This design comes from an exercise in tuning for small area and a short achievable clock period on the open sky130 flow, not from production work. Only simulation tests tie the RTL to the original design; equivalence was not proved. Power figures rest on the tool's default switching activity, not on a simulated workload.

## JK
==> flow/design.v (excerpt) <==
module sigmoid8_pla #(
    parameter WIDTH = 16,
    parameter SLICES = 8,
    parameter FP = 12
) (
    input wire clk,
    input wire rst,
    input wire signed [WIDTH - 1:0] x,
    output wire [WIDTH - 1:0] y
);
Settings: LEC_CHECK=0, CAP_MARGIN=20, CORE_MARGIN=2, CORE_UTILIZATION=65, PLACE_DENSITY=0.8, SETUP_SLACK_MARGIN=3.3, SLEW_MARGIN=20; clock period 5.5 ns.
standard.sh (not shown) runs the stock make flow with config.mk's settings and CLKGATE_MAP_FILE= SYNTH_SCRIPT=/design/flow/synth_recipe.tcl, a recipe that flattens the netlist after the stock synthesis.
==> flow/flow/run.sh <==
#!/bin/bash
# Own layout flow: the standard ORFS flow (standard.sh, unchanged synthesis),
# with a plain buffer on every port instead of the delay cells buffer_ports
# picks by default, and a clock tree with fewer, smaller buffers.
set -euo pipefail
export BUFFER_PORTS_ARGS="-buffer_cell ${OWN_PORT_BUF:-sky130_fd_sc_hd__buf_2}"
export CTS_ARGS="-sink_clustering_enable -repair_clock_nets -sink_clustering_size ${OWN_CTS_SIZE:-30} -sink_clustering_max_diameter ${OWN_CTS_DIAM:-80} -buf_list ${OWN_CTS_BUF:-sky130_fd_sc_hd__clkbuf_8} -dont_use_dummy_load"
bash standard.sh > standard_flow.log 2>&1
### JK -> MS
Settings: a deleted PLACE_DENSITY that had been 0.8; an added ABC_AREA of 1.
## What came out
- In summary, MS completed successfully, with a layout that passed the timing, DRC and antenna checks.
- Delta (MS minus JK): final cell count without fillers now larger; layout overhead on the synthesized area now smaller; leakage power now larger; clock group share of total power now smaller.
### MS -> AL
Settings: changing CORE_UTILIZATION from 65 to 45; removing ABC_AREA (formerly 1).
[summary]
- Full die area delta for AL relative to MS: 36% higher
- From MS to AL the numbers moved as follows: synthesized area divided by synthesized cell count higher; multi-input logic cell count lower; clock power share higher.
- Diff MS -> AL | total via count in the routed design | decrease of about 12%
- Re via count of the first global-routing pass: MS and AL aren't equal, and the lower value belongs to AL.
- AL was carried through to the last stage, and its layout satisfied the timing, DRC and antenna checks.
- From MS to AL the numbers moved as follows: setup slack after layout dropped 86 ps; growth of design area from synthesis to finish climbed 4.5 points.
What TR does differently from AL at the input level:
Settings: SETUP_SLACK_MARGIN changed from 3.3 to 3.0; CORE_UTILIZATION changed from 45 to 65.
Results
- TR ends up with a standard cell area after detailed placement that is 64 um^2 lower than in AL.
- Total chip power shrinks by a few percent when moving from AL to TR.
- Compared with AL, in TR clock network fraction of design power increased by 0.3 points relative to the old numbers; number of inverters outside the clock class in the layout decreased by 1 relative to the old numbers; total global-route track usage increased by 7.4 points relative to the old numbers.
- Of TR and AL, the run reporting the lower hold slack was AL.
- Diff AL -> TR: share of the synthesized area in compound gates (AO/OA/AOI/OAI) roughly the same; met2 track demand over resource in global routing higher; die area lower.
The inputs of PW differ from those of TR as listed below.
Settings: swapping 3.0 for 3.3 in SETUP_SLACK_MARGIN; swapping 65 for 61 in CORE_UTILIZATION.
## What came out
- Lower routability congestion estimate among TR and PW: TR
- Number of standard cells in the layout, taps in and fillers out | PW above TR
- Of the two values seen for worst setup path endpoint, hs_reg[10] was produced by PW and lc_reg by TR.
- PW against TR: die extent in y up about 3%; via count up 0.79%.

Starting RTL as in the previous note.
Design sigmoid8_pla, start of the top module:
module sigmoid8_pla #(
    parameter WIDTH = 16,
    parameter SLICES = 8,
    parameter FP = 12
) (
    input wire clk,
    input wire rst,
    input wire signed [WIDTH - 1:0] x,
    output wire [WIDTH - 1:0] y
);
    localparam [64*13-1:0] TTAB = {13'd1181, 13'd1181, 13'd1181, 13'd1181, 13'd313, 13'd314, 13'd546, 13'd546, 13'd177, 13'd177, 13'd180, 13'd177, 13'd97, 13'd97, 13'd97, 13'd97, 13'd8189, 13'd8190, 13'd34, 13'd34, 13'd11, 13'd11, 13'd8191, 13'd11, 13'd0, 13'd0, 13'd0, 13'd0, 13'd0, 13'd0, 13'd0, 13'd0, 13'd4096, 13'd4096, 13'd4096, 13'd4096, 13'd4096, 13'd4096, 13'd4084, 13'd4096, 13'd4060, 13'd4060, 13'd4060, 13'd4060, 13'd4036, 13'd4037, 13'd3999, 13'd3999, 13'd3900, 13'd3900, 13'd3903, 13'd3900, 13'd3518, 13'd3518, 13'd3518, 13'd3518, 13'd3148, 13'd3149, 13'd2915, 13'd2915, 13'd2048, 13'd2048, 13'd2048, 13'd2048};
    reg [15:0] x_reg;
    always @(posedge clk) x_reg <= x;
    wire [9:0] r3lo = {1'b0, x_reg[8:0]} + {1'b0, x_reg[7:0], 1'b0};
    wire [4:0] r3hi = {2'b0, x_reg[11:9]} + {1'b0, x_reg[11:8]};
    reg [11:0] r_reg;
    reg [8:1] r3l_reg;
    reg [13:9] r3h_reg;
    reg        r3c_reg;
    reg [4:0]  q_reg;
    reg        z_reg;
    always @(posedge clk) begin
        r_reg   <= x_reg[11:0];
        r3l_reg <= r3lo[8:1];
        r3h_reg <= r3hi;
        r3c_reg <= r3lo[9];
        q_reg   <= x_reg[15:11];
        z_reg   <= ~|x_reg[10:0];
    end
  ...
==> flow/config.mk <==
export PLATFORM = sky130hd
export DESIGN_NAME = sigmoid8_pla
export DESIGN_NICKNAME = sigmoid8_pla
export VERILOG_FILES = /design/flow/design.v
export SDC_FILE = /design/flow/constraint.sdc
export NUM_CORES = 4
export LEC_CHECK = 0
export CAP_MARGIN = 20
export CORE_MARGIN = 2
export CORE_UTILIZATION = 55
export SETUP_SLACK_MARGIN = 3.3
export SLEW_MARGIN = 20
==> flow/constraint.sdc <==
create_clock -name core_clock -period 5.5 [get_ports {clk}]
set_input_delay 1.1000 -clock core_clock [delete_from_list [all_inputs] [get_ports {clk}]]
set_output_delay 1.1000 -clock core_clock [all_outputs]
set_load 0.01 [all_outputs]
Scripts as last shown in full above: flow/flow/run.sh
The baseline went through all stages and came out clean.
Rerun with:
CORE_UTILIZATION = 65   (was 55)
SETUP_SLACK_MARGIN = 3.5   (was 3.3)
Outcome: Total power rose by about 2.5%; design area climbs by 2.2%; clock-buffer cell count does not change; cell count fell by 0.88%; maximum frequency fell by 1.4%; routed wire length is lower by 2.1%; hold slack hardly moves.
Rerun with:
CORE_UTILIZATION = 58   (was 65)
SETUP_SLACK_MARGIN = 3.4   (was 3.5)
Result:
- cell area is higher by 0.58%
- area after synthesis is unchanged
- total power is lower by about 0.8%
- die area is higher by 12%
- worst hold slack is better by 0.0058 ns
- non-clock buffer count is higher by 2
Rerun with:
CORE_UTILIZATION = 65   (was 58)
SETUP_SLACK_MARGIN = 3.15   (was 3.4)
Outcome: The new run ran to the end with no violations; maximum frequency came out lower by 4.0%; first-iteration DRC count came out lower by 1.6%; via count came out lower by 0.38%; clock power came out lower by about 1%; wire length came out lower by 1.3%; final area came out lower by 5.6%; synthesized area is unchanged; worst hold slack barely changes; critical path depth came out higher by 2; worst setup slack loses 0.090 ns; die area came out lower by 10%.

== S ==
The RTL this note starts from:
==> flow/design.v <==
module sigmoid8_pla #(
    parameter WIDTH = 16,
    parameter SLICES = 8,
    parameter FP = 12
) (
    input wire clk,
    input wire rst,
    input wire signed [WIDTH - 1:0] x,
    output wire [WIDTH - 1:0] y
);
    localparam [64*13-1:0] TTAB = {13'd1181, 13'd1181, 13'd1181, 13'd1181, 13'd313, 13'd314, 13'd546, 13'd546, 13'd177, 13'd177, 13'd180, 13'd177, 13'd97, 13'd97, 13'd97, 13'd97, 13'd8189, 13'd8190, 13'd34, 13'd34, 13'd11, 13'd11, 13'd8191, 13'd11, 13'd0, 13'd0, 13'd0, 13'd0, 13'd0, 13'd0, 13'd0, 13'd0, 13'd4096, 13'd4096, 13'd4096, 13'd4096, 13'd4096, 13'd4096, 13'd4084, 13'd4096, 13'd4060, 13'd4060, 13'd4060, 13'd4060, 13'd4036, 13'd4037, 13'd3999, 13'd3999, 13'd3900, 13'd3900, 13'd3903, 13'd3900, 13'd3518, 13'd3518, 13'd3518, 13'd3518, 13'd3148, 13'd3149, 13'd2915, 13'd2915, 13'd2048, 13'd2048, 13'd2048, 13'd2048};
    reg [15:0] x_reg;
    always @(posedge clk) x_reg <= x;
    wire [9:0] r3lo = {1'b0, x_reg[8:0]} + {1'b0, x_reg[7:0], 1'b0};
    wire [4:0] r3hi = {2'b0, x_reg[11:9]} + {1'b0, x_reg[11:8]};
    reg [11:0] r_reg;
    reg [8:1] r3l_reg;
    reg [13:9] r3h_reg;
    reg        r3c_reg;
    reg [4:0]  q_reg;
    reg        z_reg;
    always @(posedge clk) begin
        r_reg   <= x_reg[11:0];
        r3l_reg <= r3lo[8:1];
        r3h_reg <= r3hi;
        r3c_reg <= r3lo[9];
        q_reg   <= x_reg[15:11];
        z_reg   <= ~|x_reg[10:0];
    end
    wire [13:0] r3 = {r3h_reg + {{(4){1'b0}}, r3c_reg}, r3l_reg, r_reg[0]};
    reg s23, s99, s369, s867;
    always @(*) begin
        s23 = 1'b0; s99 = 1'b0; s369 = 1'b0; s867 = 1'b0;
        case (q_reg)
            5'd20, 5'd21, 5'd22, 5'd9, 5'd10, 5'd11: s23 = 1'b1;
            5'd23, 5'd24, 5'd25, 5'd6, 5'd7, 5'd8: s99 = 1'b1;
            5'd26, 5'd27, 5'd28, 5'd3, 5'd4, 5'd5: s369 = 1'b1;
            5'd29, 5'd30, 5'd31, 5'd0, 5'd1, 5'd2: s867 = 1'b1;
            default: ;
        endcase
    end
    wire [12:0] tt = TTAB[{q_reg, z_reg}*13 +: 13];
    wire [11:0] nr = ~r_reg;
    wire [22:0] ta = ({23{s23}}  & {6'd0, r3, 3'd0}) |
                     ({23{s99}}  & {4'd0, r3, 5'd0}) |
                     ({23{s369}} & {2'd0, r3, 7'd0}) |
                     ({23{s867}} & {1'd0, r3, 8'd0}) |
                     {18'd0, s369, 3'b0, s23};
    wire [22:0] tb = ({23{s23}}  & {11'd0, nr}) |
                     ({23{s369}} & {7'd0, nr, 4'd0}) |
                     ({23{s867}} & {4'd0, r3, 5'd0});
    wire [22:0] tc = ({23{s99 | s867}} & {9'd0, r3}) |
                     ({23{s369}} & {11'd0, r_reg});
    wire [24:0] s1 = {2'b0, ta ^ tb ^ tc};
    wire [24:0] c1 = {1'b0, (ta & tb) | (ta & tc) | (tb & tc), 1'b0};
    wire [8:0] lo = {1'b0, s1[7:0]} + {1'b0, c1[7:0]};
    wire [16:0] u1 = s1[24:8];
    wire [16:0] u2 = c1[24:8];
    wire [16:0] u3 = {tt, {(4){1'b0}}};
    wire [16:0] us = u1 ^ u2 ^ u3;
    wire [16:0] uc = {(u1[15:0] & u2[15:0]) | (u1[15:0] & u3[15:0]) | (u2[15:0] & u3[15:0]), 1'b0};
    reg [16:0] hs_reg;
    reg [16:1] hc_reg;
    reg         lc_reg;
    always @(posedge clk) begin
        hs_reg <= us;
        hc_reg <= uc[16:1];
        lc_reg <= lo[8];
    end
    wire [16:0] ysum = hs_reg + {hc_reg, 1'b0} + {{(16){1'b0}}, lc_reg};
    reg [12:0] y_reg;
    always @(posedge clk or posedge rst) begin
        if (rst) y_reg <= 13'd0;
        else     y_reg <= ysum[16:4];
    end
    assign y = {3'b000, y_reg};
endmodule
clock: 5.5 ns
lec_check: 0
cap_margin: 20
core_margin: 2
core_utilization: 65
setup_slack_margin: 3.4
slew_margin: 20
Scripts as last shown in full above: flow/flow/run.sh
S went all the way through synthesis, placement and routing and the layout is clean on timing, DRC and antenna.
For Q, these inputs were changed with respect to S:
-- flow/config.mk --
<<< S, line 8
export CAP_MARGIN = 20
export CORE_MARGIN = 2
export CORE_UTILIZATION = 65
export SETUP_SLACK_MARGIN = 3.4
export SLEW_MARGIN = 20
>>> Q, line 8
export CAP_MARGIN = 20
export CORE_MARGIN = 2
export CORE_UTILIZATION = 58
export SETUP_SLACK_MARGIN = 3.3
export SLEW_MARGIN = 20
--- outcome ---
Of Q and S, S shows the higher total routing resource utilization after global routing, with Q below it. Final worst hold slack across Q and S: no real change. Comparing Q and S, worst setup slack is lower on S. Area occupied by multi-input gates: Q < S. Synthesized cell area across Q and S: no real change. The core utilization in Q was lower than what S gave. Q improves on S in power consumption.

-- re-timing with driven ports --
The flow's constraints put no driver on any port. The routed layouts listed below were extracted and timed again, unchanged, in two steps.
Step 1, drivers: a clkbuf_16 drives clk and a buf_2 each remaining input, both assumed.
Step 2, shift: input delay + t, output delay - t, t = (earliest + latest rising clock arrival at the registers) / 2. This alone moves slack from input paths to output paths.
a / b / c = no drivers / after step 1 / after step 2; a / b = the first two.
run	t (ns)	setup WS [ns]	hold slack, ns	worst data-port slew with drivers (ns)
JK	0.366	3.264 / 3.264 / 3.264	0.378 / 0.378 / 0.378	0.04
MS	0.365	3.371 / 3.371 / 3.371	0.381 / 0.381 / 0.381	0.03
AL	0.379	3.286 / 3.286 / 3.286	0.377 / 0.377 / 0.377	0.03
TR	0.366	3.018 / 3.018 / 3.018	0.386 / 0.386 / 0.386	0.03
PW	0.373	3.265 / 3.265 / 3.265	0.389 / 0.389 / 0.389	0.03
the first run of note 2	0.360	3.311 / 3.311 / 3.311	0.378 / 0.378 / 0.378	0.03
the second run of note 2	0.378	3.280 / 3.280 / 3.280	0.378 / 0.378 / 0.378	0.03
the third run of note 2	0.370	3.310 / 3.310 / 3.310	0.384 / 0.384 / 0.384	0.03
the fourth run of note 2	0.362	3.220 / 3.220 / 3.220	0.386 / 0.386 / 0.386	0.03
S	0.368	3.283 / 3.283 / 3.283	0.377 / 0.377 / 0.377	0.03
Q	0.380	3.354 / 3.354 / 3.354	0.378 / 0.378 / 0.378	0.03
After both steps setup and hold are still met in every run listed.
